From an optimization exercise on the open Yosys and OpenROAD flow, aimed at small area; shortcuts taken in it are not production practice. The RTL was checked by simulation tests, not by an equivalence proof against the original design. The clock input has no modelled driver; a real chip could not lean on it and would need a root buffer or a full tree. Power is estimated from default activity; no workload was simulated.

## lane 1
==> flow/design.v <==
`timescale 1ns / 1ps
module UART_TOP(
    input clk,
    input reset_p,
    input Rx_x,Rx_y,
    input  [15:0] value,
    output [3:0] com,
    output [7:0] seg_7,
    output hsync,
    output vsync,
    output [11:0] rgb);
    reg [13:0] sx;
    wire [13:0] s = sx ^ 14'h3912;
    wire w = s[12] & s[11] & ~s[8] & s[7] & ~s[6] & ~s[5] & ~s[4]
           & s[3] & ~s[2] & ~s[1] & s[0];
    always @(posedge clk)
        if (reset_p) sx <= 14'h0;
        else         sx <= {s[12:0], s[13] ^ (s[0] | s[3]) ^ w} ^ 14'h3912;
    wire [7:0] pos_x, pos_y;
    UART_RX rx_x(.clk(clk), .reset_p(reset_p), .Rx(Rx_x), .w(w), .Rx_data(pos_x));
    UART_RX rx_y(.clk(clk), .reset_p(reset_p), .Rx(Rx_y), .w(w), .Rx_data(pos_y));
    reg [16:0] dx;
    reg nfirst;
    wire [16:0] d = dx ^ 17'h1fffe;
    wire first = ~nfirst;
    reg [16:0] d_inc;
    reg cy;
    integer i;
    always @(*) begin
        cy = 1'b1;
        for (i = 0; i < 17; i = i + 1) begin
            d_inc[i] = d[i] ^ cy;
            cy = cy & d[i];
        end
    end
    always @(posedge clk or posedge reset_p)
        if (reset_p) dx[4:0] <= 5'h0;
        else         dx[4:0] <= d_inc[4:0] ^ 5'h1e;
    always @(posedge clk)
        if (reset_p) begin
            dx[16:5] <= 12'h0;
            nfirst   <= 1'b0;
        end else begin
            dx[16:5] <= d_inc[16:5] ^ 12'hfff;
            nfirst   <= ~(first & ~d[0]);
        end
    wire ev_col = (d[4:0] == 5'd30) & ~first;
    wire ev_com = (&d) & ~first;
    reg [2:0] hm;
    reg [4:0] hq;
    reg [4:0] vr;
    reg [4:0] vq;
    reg box;
    always @(posedge clk or posedge reset_p)
        if (reset_p) begin
            hm <= 0; hq <= 0; vr <= 0; vq <= 0;
        end else if (ev_col) begin
            if (hm != 3'd4) hm <= hm + 3'd1;
            else begin
                hm <= 0;
                if (hq != 5'd19) hq <= hq + 5'd1;
                else begin
                    hq <= 0;
                    if (vq == 5'd17 && vr == 5'd14) begin
                        vq <= 0; vr <= 0;
                    end else if (vr == 5'd29) begin
                        vr <= 0; vq <= vq + 5'd1;
                    end else
                        vr <= vr + 5'd1;
                end
            end
        end
    always @(posedge clk or posedge reset_p)
        if (reset_p) begin
            box <= 0;
        end else begin
            box <= pos_x == {3'd0, hq} && pos_y == {3'd0, vq};
        end
    wire video_on = ~hq[4] & ~vq[4];
    wire col_moved = &d[4:0];
    assign hsync = hq == 5'd17
                 || (hq == 5'd16 && (hm >= 3'd3 || (hm == 3'd2 && !col_moved)))
                 || (hq == 5'd18 && (hm <= 3'd3 || col_moved));
    wire line_moved = col_moved && hm == 3'd0 && hq == 5'd0;
    assign vsync = vq == 5'd17
                 && (vr == 5'd4 || (vr == 5'd3 && !line_moved) || (vr == 5'd5 && line_moved));
    assign rgb = {12{video_on & box}};
    reg [1:0] digit;
    always @(posedge clk or posedge reset_p)
        if (reset_p)     digit <= 0;
        else if (ev_com) digit <= digit + 2'd1;
    assign com = ~(4'b0001 << digit);
    reg [3:0] hex_value;
    always @(posedge clk)
        if (reset_p) hex_value <= 4'd0;
        else case (digit)
            2'd0: hex_value <= pos_x[3:0];
            2'd1: hex_value <= pos_x[7:4];
            2'd2: hex_value <= pos_y[3:0];
            2'd3: hex_value <= pos_y[7:4];
        endcase
    decoder_7seg dec_7seg(.hex_value(hex_value), .seg_7(seg_7));
endmodule
module UART_RX(
    input clk, reset_p,
    input Rx,
    input w,
    output reg [7:0] Rx_data);
    reg [3:0] stx;
    wire [3:0] st = stx ^ 4'd8;
    always @(posedge clk)
        if (reset_p) stx <= 4'd0;
        else if (w) begin
            case (st)
            4'd0: stx <= 4'd1 ^ 4'd8;
            4'd1: stx <= 4'd3 ^ 4'd8;
            4'd3: stx <= 4'd2 ^ 4'd8;
            4'd2: stx <= 4'd6 ^ 4'd8;
            4'd6: stx <= 4'd7 ^ 4'd8;
            4'd7: stx <= 4'd5 ^ 4'd8;
            4'd5: stx <= 4'd4 ^ 4'd8;
            4'd4: stx <= 4'd12 ^ 4'd8;
            4'd12: stx <= 4'd8 ^ 4'd8;
            default: if (!Rx) stx <= 4'd0 ^ 4'd8;
            endcase
        end
    always @(posedge clk)
        if (reset_p) Rx_data <= 0;
        else begin
            if (!w && st == 4'd0) Rx_data[0] <= Rx;
            if (!w && st == 4'd1) Rx_data[1] <= Rx;
            if (!w && st == 4'd3) Rx_data[2] <= Rx;
            if (!w && st == 4'd2) Rx_data[3] <= Rx;
            if (!w && st == 4'd6) Rx_data[4] <= Rx;
            if (!w && st == 4'd7) Rx_data[5] <= Rx;
            if (!w && st == 4'd5) Rx_data[6] <= Rx;
            if (!w && st == 4'd4) Rx_data[7] <= Rx;
        end
endmodule
module decoder_7seg(
    input [3:0] hex_value,
    output [7:0] seg_7);
    wire [127:0] table_7seg = {
        8'b0111_0001, 8'b0110_0001, 8'b1000_0101, 8'b0110_0011,   
        8'b1100_0001, 8'b0000_0101, 8'b0000_1001, 8'b0000_0001,   
        8'b0001_1111, 8'b0100_0001, 8'b0100_1001, 8'b1001_1001,   
        8'b0000_1101, 8'b0010_0101, 8'b1001_1111, 8'b0000_0011};  
    assign seg_7 = table_7seg[hex_value*8 +: 8];
endmodule
export LEC_CHECK = 0
export CAP_MARGIN = 20
export CORE_MARGIN = 2
export CORE_UTILIZATION = 70
export SLEW_MARGIN = 20
create_clock -name core_clock -period 10.0 [get_ports {clk}]
standard.sh (not shown) runs the stock make flow with config.mk's settings and CLKGATE_MAP_FILE= SYNTH_SCRIPT=/design/flow/synth_recipe.tcl, a recipe that flattens the netlist after the stock synthesis.
==> flow/flow/run.sh <==
#!/bin/bash
# Standard ORFS layout, with these changes:
#  - after the standard synthesis, the combinational gates between the
#    flip-flops are re-mapped by ABC for area (flip-flops untouched); four
#    ABC runs with different seeds, and the smallest result is kept,
#  - port buffers use the smallest buffer cell,
#  - clock tree synthesis adds no dummy loads, and its tree is then rebuilt
#    with fewer leaf buffers (flow/clock_tree.tcl).
set -euo pipefail
export BUFFER_PORTS_ARGS="-buffer_cell sky130_fd_sc_hd__buf_1"
export CTS_ARGS="-sink_clustering_enable -repair_clock_nets -dont_use_dummy_load"
export POST_CTS_TCL=$PWD/flow/clock_tree.tcl
export CLOCK_PORT_FOR_TREE=clk
bash standard.sh synth > standard_synth.log 2>&1
RES=$PWD/orfs/results/$FLOW_PLATFORM/UART_TOP/base
cp $RES/1_2_yosys.v $PWD/standard_netlist.v
export RESYN_LIB=$FLOW_HOME/platforms/$FLOW_PLATFORM/lib/sky130_fd_sc_hd__tt_025C_1v80.lib
export RESYN_IN=$PWD/standard_netlist.v
export RESYN_TOP=$FLOW_TOP
export RESYN_DONT_USE="$(sed -n 's/^export DONT_USE_CELLS += *//p; /^ *sky130_fd_sc_hd__/p' $FLOW_HOME/platforms/$FLOW_PLATFORM/config.mk | tr -d '\\' | tr -s ' \n' ' ')"
for i in 1 2 3 4; do
  RESYN_OUT=$PWD/resyn_netlist_$i.v RESYN_ABC=$PWD/flow/resyn$i.abc \
  RESYN_STAT0=$PWD/resyn_stat_before_$i.txt RESYN_STAT1=$PWD/resyn_stat_after_$i.txt \
    yosys -c flow/resyn.tcl > resyn_$i.log 2>&1 &
done
wait
best=""; best_area=""
for i in 1 2 3 4; do
  a=$(sed -n "s/.*Chip area for module '\\\\$FLOW_TOP': *//p" resyn_stat_after_$i.txt)
  echo "resyn run $i: area $a" >> resyn_choice.log
  if [[ -n "$a" ]] && { [[ -z "$best" ]] || awk -v a="$a" -v b="$best_area" 'BEGIN{exit !(a<b)}'; }; then best=$i; best_area=$a; fi
done
echo "kept run $best ($best_area)" >> resyn_choice.log
cp $PWD/resyn_netlist_$best.v $RES/1_2_yosys.v
rm -f $RES/1_synth.odb $RES/1_synth.sdc
bash standard.sh > standard.log 2>&1
==> flow/flow/clock_tree.tcl <==
# Run after ORFS's CTS (POST_CTS_TCL): replace its clock tree by a smaller
# one of the same kind: the clock port drives one root buffer, which drives
# a few leaf buffers, each driving one group of nearby flip-flops (groups by
# k-means on the flip-flop positions). All flip-flops stay on the same
# two-buffer-deep path, as before.
set nleaf 6
set leaf_master sky130_fd_sc_hd__clkbuf_8
set root_master sky130_fd_sc_hd__clkbuf_8

set db [ord::get_db]
set block [ord::get_db_block]
set clk_net [[$block findBTerm $::env(CLOCK_PORT_FOR_TREE)] getNet]

# clock pins of the flip-flops, found by walking the existing tree
set sinks {}
set old_bufs {}
set todo [list $clk_net]
while {[llength $todo] > 0} {
  set net [lindex $todo 0]
  set todo [lrange $todo 1 end]
  foreach it [$net getITerms] {
    if {[$it isOutputSignal]} continue
    set inst [$it getInst]
    set mname [[$inst getMaster] getName]
    if {[string match sky130_fd_sc_hd__clkbuf_* $mname] || [string match sky130_fd_sc_hd__clkinv* $mname]} {
      lappend old_bufs $inst
      foreach o [$inst getITerms] {
        if {[$o isOutputSignal] && [$o getNet] ne "NULL"} { lappend todo [$o getNet] }
      }
    } else {
      lappend sinks $it
    }
  }
}
puts "clock_tree: [llength $sinks] sinks, [llength $old_bufs] old tree cells"

# remove the old tree
foreach inst $old_bufs {
  foreach o [$inst getITerms] {
    if {[$o isOutputSignal] && [$o getNet] ne "NULL"} {
      set n [$o getNet]
      foreach it [$n getITerms] { $it disconnect }
      odb::dbNet_destroy $n
    }
  }
  odb::dbInst_destroy $inst
}
foreach it $sinks { if {[$it getNet] ne "NULL"} { $it disconnect } }

# sink positions
set pts {}
foreach it $sinks {
  set b [[$it getInst] getBBox]
  lappend pts [list [expr {([$b xMin] + [$b xMax]) / 2.0}] [expr {([$b yMin] + [$b yMax]) / 2.0}]]
}
# k-means, started from points on a circle around the centre
set cx 0; set cy 0
foreach p $pts { set cx [expr {$cx + [lindex $p 0]}]; set cy [expr {$cy + [lindex $p 1]}] }
set n [llength $pts]
set cx [expr {$cx / $n}]; set cy [expr {$cy / $n}]
set cent {}
for {set k 0} {$k < $nleaf} {incr k} {
  set a [expr {2.0 * 3.14159265 * ($k + 0.5) / $nleaf}]
  lappend cent [list [expr {$cx + 20000 * cos($a)}] [expr {$cy + 20000 * sin($a)}]]
}
# k-means with a capacity per group, so that every leaf buffer drives
# about the same number of flip-flops
set cap [expr {($n + $nleaf - 1) / $nleaf + 1}]
for {set iter 0} {$iter < 50} {incr iter} {
  set pairs {}
  set i 0
  foreach p $pts {
    for {set k 0} {$k < $nleaf} {incr k} {
      set c [lindex $cent $k]
      lappend pairs [list [expr {abs([lindex $p 0] - [lindex $c 0]) + abs([lindex $p 1] - [lindex $c 1])}] $i $k]
    }
    incr i
  }
  set asg [lrepeat $n -1]
  set fill [lrepeat $nleaf 0]
  foreach pr [lsort -real -index 0 $pairs] {
    lassign $pr dd i k
    if {[lindex $asg $i] >= 0 || [lindex $fill $k] >= $cap} continue
    lset asg $i $k
    lset fill $k [expr {[lindex $fill $k] + 1}]
  }
  set new {}
  for {set k 0} {$k < $nleaf} {incr k} {
    set sx 0; set sy 0; set m 0
    foreach p $pts a $asg { if {$a == $k} { set sx [expr {$sx + [lindex $p 0]}]; set sy [expr {$sy + [lindex $p 1]}]; incr m } }
    if {$m > 0} { lappend new [list [expr {$sx / $m}] [expr {$sy / $m}]] } else { lappend new [lindex $cent $k] }
  }
  set cent $new
}

proc place_at {inst x y} {
  set m [$inst getMaster]
  $inst setLocation [expr {int($x - [$m getWidth] / 2)}] [expr {int($y - [$m getHeight] / 2)}]
  $inst setPlacementStatus PLACED
}

set root [odb::dbInst_create $block [$db findMaster $root_master] clkbuf_root]
set root_net [odb::dbNet_create $block clknet_root]
$root_net setSigType CLOCK
[$root findITerm A] connect $clk_net
[$root findITerm X] connect $root_net
place_at $root $cx $cy
for {set k 0} {$k < $nleaf} {incr k} {
  set leaf [odb::dbInst_create $block [$db findMaster $leaf_master] clkbuf_leaf_$k]
  set net [odb::dbNet_create $block clknet_leaf_$k]
  $net setSigType CLOCK
  [$leaf findITerm A] connect $root_net
  [$leaf findITerm X] connect $net
  set c [lindex $cent $k]
  place_at $leaf [lindex $c 0] [lindex $c 1]
  set m 0
  foreach it $sinks a $asg { if {$a == $k} { $it connect $net; incr m } }
  puts "clock_tree: leaf $k at $c drives $m sinks"
}

detailed_placement
check_placement -verbose
estimate_parasitics -placement
report_clock_skew
report_worst_slack -max
report_worst_slack -min
Other scripts of this flow, unchanged in this note and not shown: flow/flow/resyn.tcl, flow/flow/resyn1.abc, flow/flow/resyn2.abc, flow/flow/resyn3.abc, flow/flow/resyn4.abc
Per the final summary, lane 1 finished and its layout is clean on timing, DRC and antenna.
#### Input delta (lane 2 over lane 1)
-- flow/flow/clock_tree.tcl --
<<< lane 1, line 5
# two-buffer-deep path, as before.
set nleaf 6
set leaf_master sky130_fd_sc_hd__clkbuf_8
>>> lane 2, line 5
# two-buffer-deep path, as before.
set nleaf 5
set leaf_master sky130_fd_sc_hd__clkbuf_8
## What came out
- The fraction of standard cell area that is sequential of lane 2 exceeds that of lane 1 by 0.18 points.
- [lane 2 vs lane 1] area growth from synthesis to final layout: lower in lane 2
- Highest clock rate essentially unchanged between lane 2 and lane 1.
- Lane 2: routed length on met1 lower than lane 1
- Comparing lane 1 and lane 2, the higher share of power burned in the clock network is on lane 1.
- Combinational cell power: lane 1 vs lane 2, no meaningful difference
- After detailed routing, lane 1 needs more wire than lane 2.
In every run of this note, the design's own scripts or RTL, not TritonCTS, make the clock network.

-- port drivers added, routing unchanged --
How much do the figures lean on ideal ports? The routed layouts below were timed once more, with nothing changed but the port constraints.
Step 1: set_driving_cell puts a clkbuf_16 on clk and a buf_2 on each other input, an assumption about the parent block.
Step 2 also shifts input and output timing later by t, the mid clock arrival at the registers, as if the neighbouring blocks saw the same clock.
a / b / c = no drivers / after step 1 / after step 2; a / b = the first two.
run | t (ns) | setup slack, ns | hold WS [ns] | slew at the worst register clock pin (ns) | worst slew at a driven data input, ns
lane 1 | 0.353 | 5.189 / 5.189 / 5.189 | 0.388 / 0.388 / 0.388 | 0.09 / 0.09 | 0.03
lane 2 | 0.354 | 5.203 / 5.203 / 5.203 | 0.388 / 0.388 / 0.388 | 0.10 / 0.10 | 0.03
After both steps setup and hold are still met in every run listed.
